Source: an optimization exercise on an open RTL-to-GDS flow (aim: small area, a short achievable clock period and few clock cycles). Production flows keep margins and buffers that such runs may drop.
At most, simulation tests tie the RTL to the original design; equivalence was not proved.
Power is estimated from default activity; no workload was simulated.

== JK ==
// seq_gcd
module seq_gcd (
	input  wire        clk,
	input  wire        rst_n,
	input  wire [31:0] la_write_a,
	input  wire [31:0] la_write_b,
	input  wire [31:0] a_i,
	input  wire [31:0] b_i,
	output wire [31:0] gcd_o,
	output wire [31:0] rdata,
	output reg         ready
);
==> flow/config.mk <==
export PLATFORM = sky130hd
export DESIGN_NAME = seq_gcd
export DESIGN_NICKNAME = seq_gcd
export VERILOG_FILES = /design/flow/design.v
export SDC_FILE = /design/flow/constraint.sdc
export NUM_CORES = 4
export LEC_CHECK = 0
export ABC_AREA = 1
export CAP_MARGIN = 20
export CORE_MARGIN = 2
export CORE_UTILIZATION = 50
export PLACE_DENSITY = 0.7
export SLEW_MARGIN = 20
==> flow/constraint.sdc <==
create_clock -name core_clock -period 70.0 [get_ports {clk}]
set_input_delay 14.0000 -clock core_clock [delete_from_list [all_inputs] [get_ports {clk}]]
set_output_delay 14.0000 -clock core_clock [all_outputs]
set_load 0.01 [all_outputs]
standard.sh (not shown) runs the stock make flow with config.mk's settings and CLKGATE_MAP_FILE= SYNTH_SCRIPT=/design/flow/synth_recipe.tcl, a recipe that flattens the netlist after the stock synthesis.
==> flow/flow/run.sh <==
#!/bin/bash
# The standard layout with two changes: port buffers use the smallest buffer
# cell (buf_1) instead of buffer_ports' default choice, and clock tree
# synthesis uses small clock buffers and adds no dummy loads.
set -euo pipefail
export BUFFER_PORTS_ARGS="-buffer_cell sky130_fd_sc_hd__buf_1"
export CTS_ARGS="-sink_clustering_enable -repair_clock_nets -dont_use_dummy_load -buf_list sky130_fd_sc_hd__clkbuf_4 -root_buf sky130_fd_sc_hd__clkbuf_8"
bash standard.sh > flow.log 2>&1
JK: full flow OK, the timing, DRC and antenna checks passed
The following lists how MS was set up differently from JK:
--- a/flow/config.mk
+++ b/flow/config.mk
@@ -11,2 +11,2 @@
-export CORE_UTILIZATION = 50
-export PLACE_DENSITY = 0.7
+export CORE_UTILIZATION = 70
+export PLACE_DENSITY = 0.85
Findings:
Share of the core filled with cells in the final layout in MS vs JK: up 21 points
Diff MS..JK | adder-cell share of the synthesized area | unchanged
Total power: MS above JK
Side by side, global-route usage turned out higher in MS than in JK.
In the flow results for MS and JK, the floorplan row count is smaller on MS.
Function was not checked in any run of this note: the RTL went through the layout flow alone.

========
## try-garnet
Another version of the RTL of seq_gcd (not shown whole).
For scale: roughly 2000 cells after synthesis, roughly 66 flip-flops, roughly 200 I/O pins.
Design seq_gcd, start of the top module:
module seq_gcd (
	input  wire        clk,
	input  wire        rst_n,
	input  wire [31:0] la_write_a,
	input  wire [31:0] la_write_b,
	input  wire [31:0] a_i,
	input  wire [31:0] b_i,
	output wire [31:0] gcd_o,
	output wire [31:0] rdata,
	output reg         ready
);
	reg [31:0] a_q;
	reg [31:0] b_q;
	reg        busy;
	wire la_load = (&la_write_a) & (&la_write_b);
	function [4:0] enc;
		input [31:0] oh;
		integer i, j;
		begin
			for (j = 0; j < 5; j = j + 1) begin
				enc[j] = 1'b0;
				for (i = 0; i < 32; i = i + 1)
					if ((i >> j) & 1) enc[j] = enc[j] | oh[i];
			end
		end
	endfunction
	wire [31:0] ab = a_q | b_q;
	wire [32:0] hk;
	assign hk[0] = 1'b0;
	assign hk[1] = hk[0] | ab[0];
	assign hk[2] = hk[1] | ab[1];
	assign hk[3] = hk[2] | ab[2];
	assign hk[4] = hk[3] | ab[3];
	assign hk[5] = hk[4] | ab[4];
	assign hk[6] = hk[5] | ab[5];
	assign hk[7] = hk[6] | ab[6];
	assign hk[8] = hk[7] | ab[7];
	assign hk[9] = hk[8] | ab[8];
	assign hk[10] = hk[9] | ab[9];
	assign hk[11] = hk[10] | ab[10];
	assign hk[12] = hk[11] | ab[11];
	assign hk[13] = hk[12] | ab[12];
	assign hk[14] = hk[13] | ab[13];
	assign hk[15] = hk[14] | ab[14];
	assign hk[16] = hk[15] | ab[15];
	assign hk[17] = hk[16] | ab[16];
	assign hk[18] = hk[17] | ab[17];
	assign hk[19] = hk[18] | ab[18];
	assign hk[20] = hk[19] | ab[19];
	assign hk[21] = hk[20] | ab[20];
	assign hk[22] = hk[21] | ab[21];
	assign hk[23] = hk[22] | ab[22];
	assign hk[24] = hk[23] | ab[23];
	assign hk[25] = hk[24] | ab[24];
	assign hk[26] = hk[25] | ab[25];
	assign hk[27] = hk[26] | ab[26];
	assign hk[28] = hk[27] | ab[27];
	assign hk[29] = hk[28] | ab[28];
	assign hk[30] = hk[29] | ab[29];
	assign hk[31] = hk[30] | ab[30];
	assign hk[32] = hk[31] | ab[31];
	wire [31:0] low    = ab & ~hk[31:0];
	wire [4:0]  k      = enc(low);
	wire        a_lo   = |(a_q & low);
	wire        b_lo   = |(b_q & low);
	wire        zop    = 1'b0;
	wire [32:0] s0_v;
	wire [31:0] s0_p = a_q ^ ~b_q;
	wire [31:0] s0_g = a_q & ~b_q;
	wire s0_G1_0 = s0_g[1] | (s0_p[1] & (a_q[0] | ~b_q[0]));
	wire s0_G3_2 = s0_g[3] | (s0_p[3] & s0_g[2]);
	wire s0_P3_2 = s0_p[3] & s0_p[2];
	wire s0_G5_4 = s0_g[5] | (s0_p[5] & s0_g[4]);
	wire s0_P5_4 = s0_p[5] & s0_p[4];
  ...
==> flow/config.mk <==
export PLATFORM = sky130hd
export DESIGN_NAME = seq_gcd
export DESIGN_NICKNAME = seq_gcd
export VERILOG_FILES = /design/flow/design.v
export SDC_FILE = /design/flow/constraint.sdc
export NUM_CORES = 4
export LEC_CHECK = 0
export ABC_AREA = 1
export CAP_MARGIN = 0
export CORE_MARGIN = 2
export CORE_UTILIZATION = 50
export PLACE_DENSITY = 0.7
export SLEW_MARGIN = 0
==> flow/constraint.sdc <==
create_clock -name core_clock -period 70.0 [get_ports {clk}]
set_input_delay 14.0000 -clock core_clock [delete_from_list [all_inputs] [get_ports {clk}]]
set_output_delay 14.0000 -clock core_clock [all_outputs]
set_load 0.01 [all_outputs]
Scripts as last shown in full above: flow/flow/run.sh
Testbench counts of try-garnet, summed over its fixed seeds: cycles 24,209.
Input-level comparison between try-fjord and try-garnet:
Settings: CAP_MARGIN changed from 0 to 20; SLEW_MARGIN changed from 0 to 20.
==> run notes <==
Fraction of the cycle the final worst path needs of try-garnet is on par with try-fjord.
Going from try-garnet to try-fjord, design area shows no meaningful change, number of antenna violations at the first check in global routing shows no meaningful change, combinational group power shows no meaningful change, wire length reported by the detailed router shows no meaningful change.
Maximum resistive drop on vdd is lower on try-fjord
| area fraction of clock buffers and clock inverters | try-garnet vs try-fjord | ≈ equal |
Multi-input combinational cell count came out exactly the same in try-fjord and try-garnet.
Diff try-fjord..try-garnet | detailed-route via count | negligible
diff inputs: try-fjord => try-umber
==> flow/flow/run.sh <==
#!/bin/bash
# The standard layout with these changes: port buffers use the smallest
# buffer cell (buf_1) instead of buffer_ports' default choice; clock tree
# synthesis adds no dummy loads; after global placement, upsize.tcl gives
# the a_q flip-flops, which drive gcd_o, the next drive strength.
set -euo pipefail
export BUFFER_PORTS_ARGS="-buffer_cell sky130_fd_sc_hd__buf_1"
export CTS_ARGS="-sink_clustering_enable -repair_clock_nets -dont_use_dummy_load -buf_list sky130_fd_sc_hd__clkbuf_4 -root_buf sky130_fd_sc_hd__clkbuf_8"
export POST_GLOBAL_PLACE_TCL="$(pwd)/flow/upsize.tcl"
bash standard.sh > flow.log 2>&1
==> flow/flow/upsize.tcl (new file) <==
# Sourced after global placement (POST_GLOBAL_PLACE_TCL): gcd_o comes
# straight from the a_q flip-flops through the output buffers, so give those
# flip-flops the next drive strength (same cell type).
set block [ord::get_db_block]
set n 0
foreach inst [$block getInsts] {
  set name [$inst getName]
  set master [[$inst getMaster] getName]
  if {[string match {a_q*} $name] && $master eq "sky130_fd_sc_hd__dfxtp_1"} {
    $inst swapMaster [[ord::get_db] findMaster sky130_fd_sc_hd__dfxtp_2]
    incr n
  }
}
puts "upsize.tcl: $n flip-flops upsized"
Findings:
try-umber vs. try-fjord: sequential share of layout area went up by 0.28 points, setup slack of the critical path after layout went up by 82 ps, transition time at the pin with the least slew margin went down by 26 ps.
In the metrics for try-fjord and try-umber, the one carrying the higher average detailed-routed wire length per instance is try-fjord.
The number of global-route vias before repair was comparable across try-fjord and try-umber.
Summary: with try-fjord as the reference, total wirelength of the detailed-routed design in try-umber moved down slightly.
On total of fill cells in the finished design, try-fjord and try-umber are neck and neck.
Re multi-input logic portion of the cell area: try-fjord was higher than try-umber.
Input changes introduced in try-quartz (baseline for comparison: try-umber):
Settings: swapping 50 for 65 in CORE_UTILIZATION; swapping 0.7 for 0.8 in PLACE_DENSITY.
Notes after the runs:
Going from try-umber to try-quartz, final critical-path setup slack +8.2 ps; total internal power ~0 delta; total global routing track utilization +9.3 points.
The inputs of try-xenon differ from those of try-quartz as listed below.
Settings: changing PLACE_DENSITY from 0.8 to 0.7; changing CORE_UTILIZATION from 65 to 50.
==> flow/flow/run.sh <==
#!/bin/bash
# The standard layout with these changes: port buffers use the smallest
# buffer cell (buf_1) instead of buffer_ports' default choice; clock tree
# synthesis uses small clock buffers and adds no dummy loads; after global
# placement, upsize.tcl gives the a_q flip-flops and gcd_o's output buffers
# the next drive strength.
set -euo pipefail
export BUFFER_PORTS_ARGS="-buffer_cell sky130_fd_sc_hd__buf_1"
export CTS_ARGS="-sink_clustering_enable -repair_clock_nets -dont_use_dummy_load -buf_list sky130_fd_sc_hd__clkbuf_2 -root_buf sky130_fd_sc_hd__clkbuf_8"
export POST_GLOBAL_PLACE_TCL="$(pwd)/flow/upsize.tcl"
bash standard.sh > flow.log 2>&1
==> flow/flow/upsize.tcl <==
# Sourced after global placement (POST_GLOBAL_PLACE_TCL): gcd_o comes
# straight from the a_q flip-flops through the output buffers, so give those
# flip-flops and buffers the next drive strength (same cell types).
set block [ord::get_db_block]
foreach inst [$block getInsts] {
  set name [$inst getName]
  set master [[$inst getMaster] getName]
  if {[string match {a_q\[*} $name] && $master eq "sky130_fd_sc_hd__dfxtp_1"} {
    replace_cell $name sky130_fd_sc_hd__dfxtp_2
  }
}
foreach port [$block getBTerms] {
  if {![string match {gcd_o*} [$port getName]]} { continue }
  set net [$port getNet]
  foreach iterm [$net getITerms] {
    set inst [$iterm getInst]
    if {[[$inst getMaster] getName] eq "sky130_fd_sc_hd__buf_1"} {
      replace_cell [$inst getName] sky130_fd_sc_hd__buf_2
    }
  }
}
--- outcome ---
Placed standard-cell area in try-xenon is 98 µm² above try-quartz. Sequential share of layout area in try-xenon is 0.40 points below try-quartz. Side by side, setup slack turned out lower in try-xenon than in try-quartz. Higher layout overhead on the synthesized area goes to try-xenon over try-quartz.

-- re-timing with driven ports --
The flow's constraints put no driver on any port. The routed layouts listed below were extracted and timed again, unchanged, in two steps.
Step 1 (the two cells are an assumption about what drives the block):
set clk [get_ports {clk}]
set_driving_cell -lib_cell sky130_fd_sc_hd__clkbuf_16 $clk
set_driving_cell -lib_cell sky130_fd_sc_hd__buf_2 [delete_from_list [all_inputs] $clk]
Step 2 moves the port delays by t, midway between the first and last clock arrival at a register: inputs arrive t later, outputs are due t later. That takes back most of the time a late clock gives input paths.
Slacks: no drivers / after step 1 / after step 2; pairs: no drivers / after step 1.
run	t (ns)	setup slack, ns	hold slack, ns	worst setup path at the end	cell pins on the clock port's net
JK	0.390	54.569 / 54.569 / 54.569	0.804 / 0.804 / 0.804	register to register	1
MS	0.396	54.570 / 54.570 / 54.570	0.773 / 0.773 / 0.773	register to register	1
try-garnet	0.417	54.909 / 54.867 / 55.112	0.625 / 0.625 / 0.625	input to register	1
try-fjord	0.415	54.911 / 54.869 / 55.111	0.625 / 0.625 / 0.625	input to register	1
try-umber	0.419	54.993 / 54.953 / 55.113	0.612 / 0.612 / 0.612	input to register	1
try-quartz	0.428	55.001 / 54.962 / 55.028	0.675 / 0.675 / 0.675	input to register	1
try-xenon	0.409	54.904 / 54.864 / 55.124	0.628 / 0.628 / 0.628	input to register	1
After both steps every run listed still meets setup and hold.
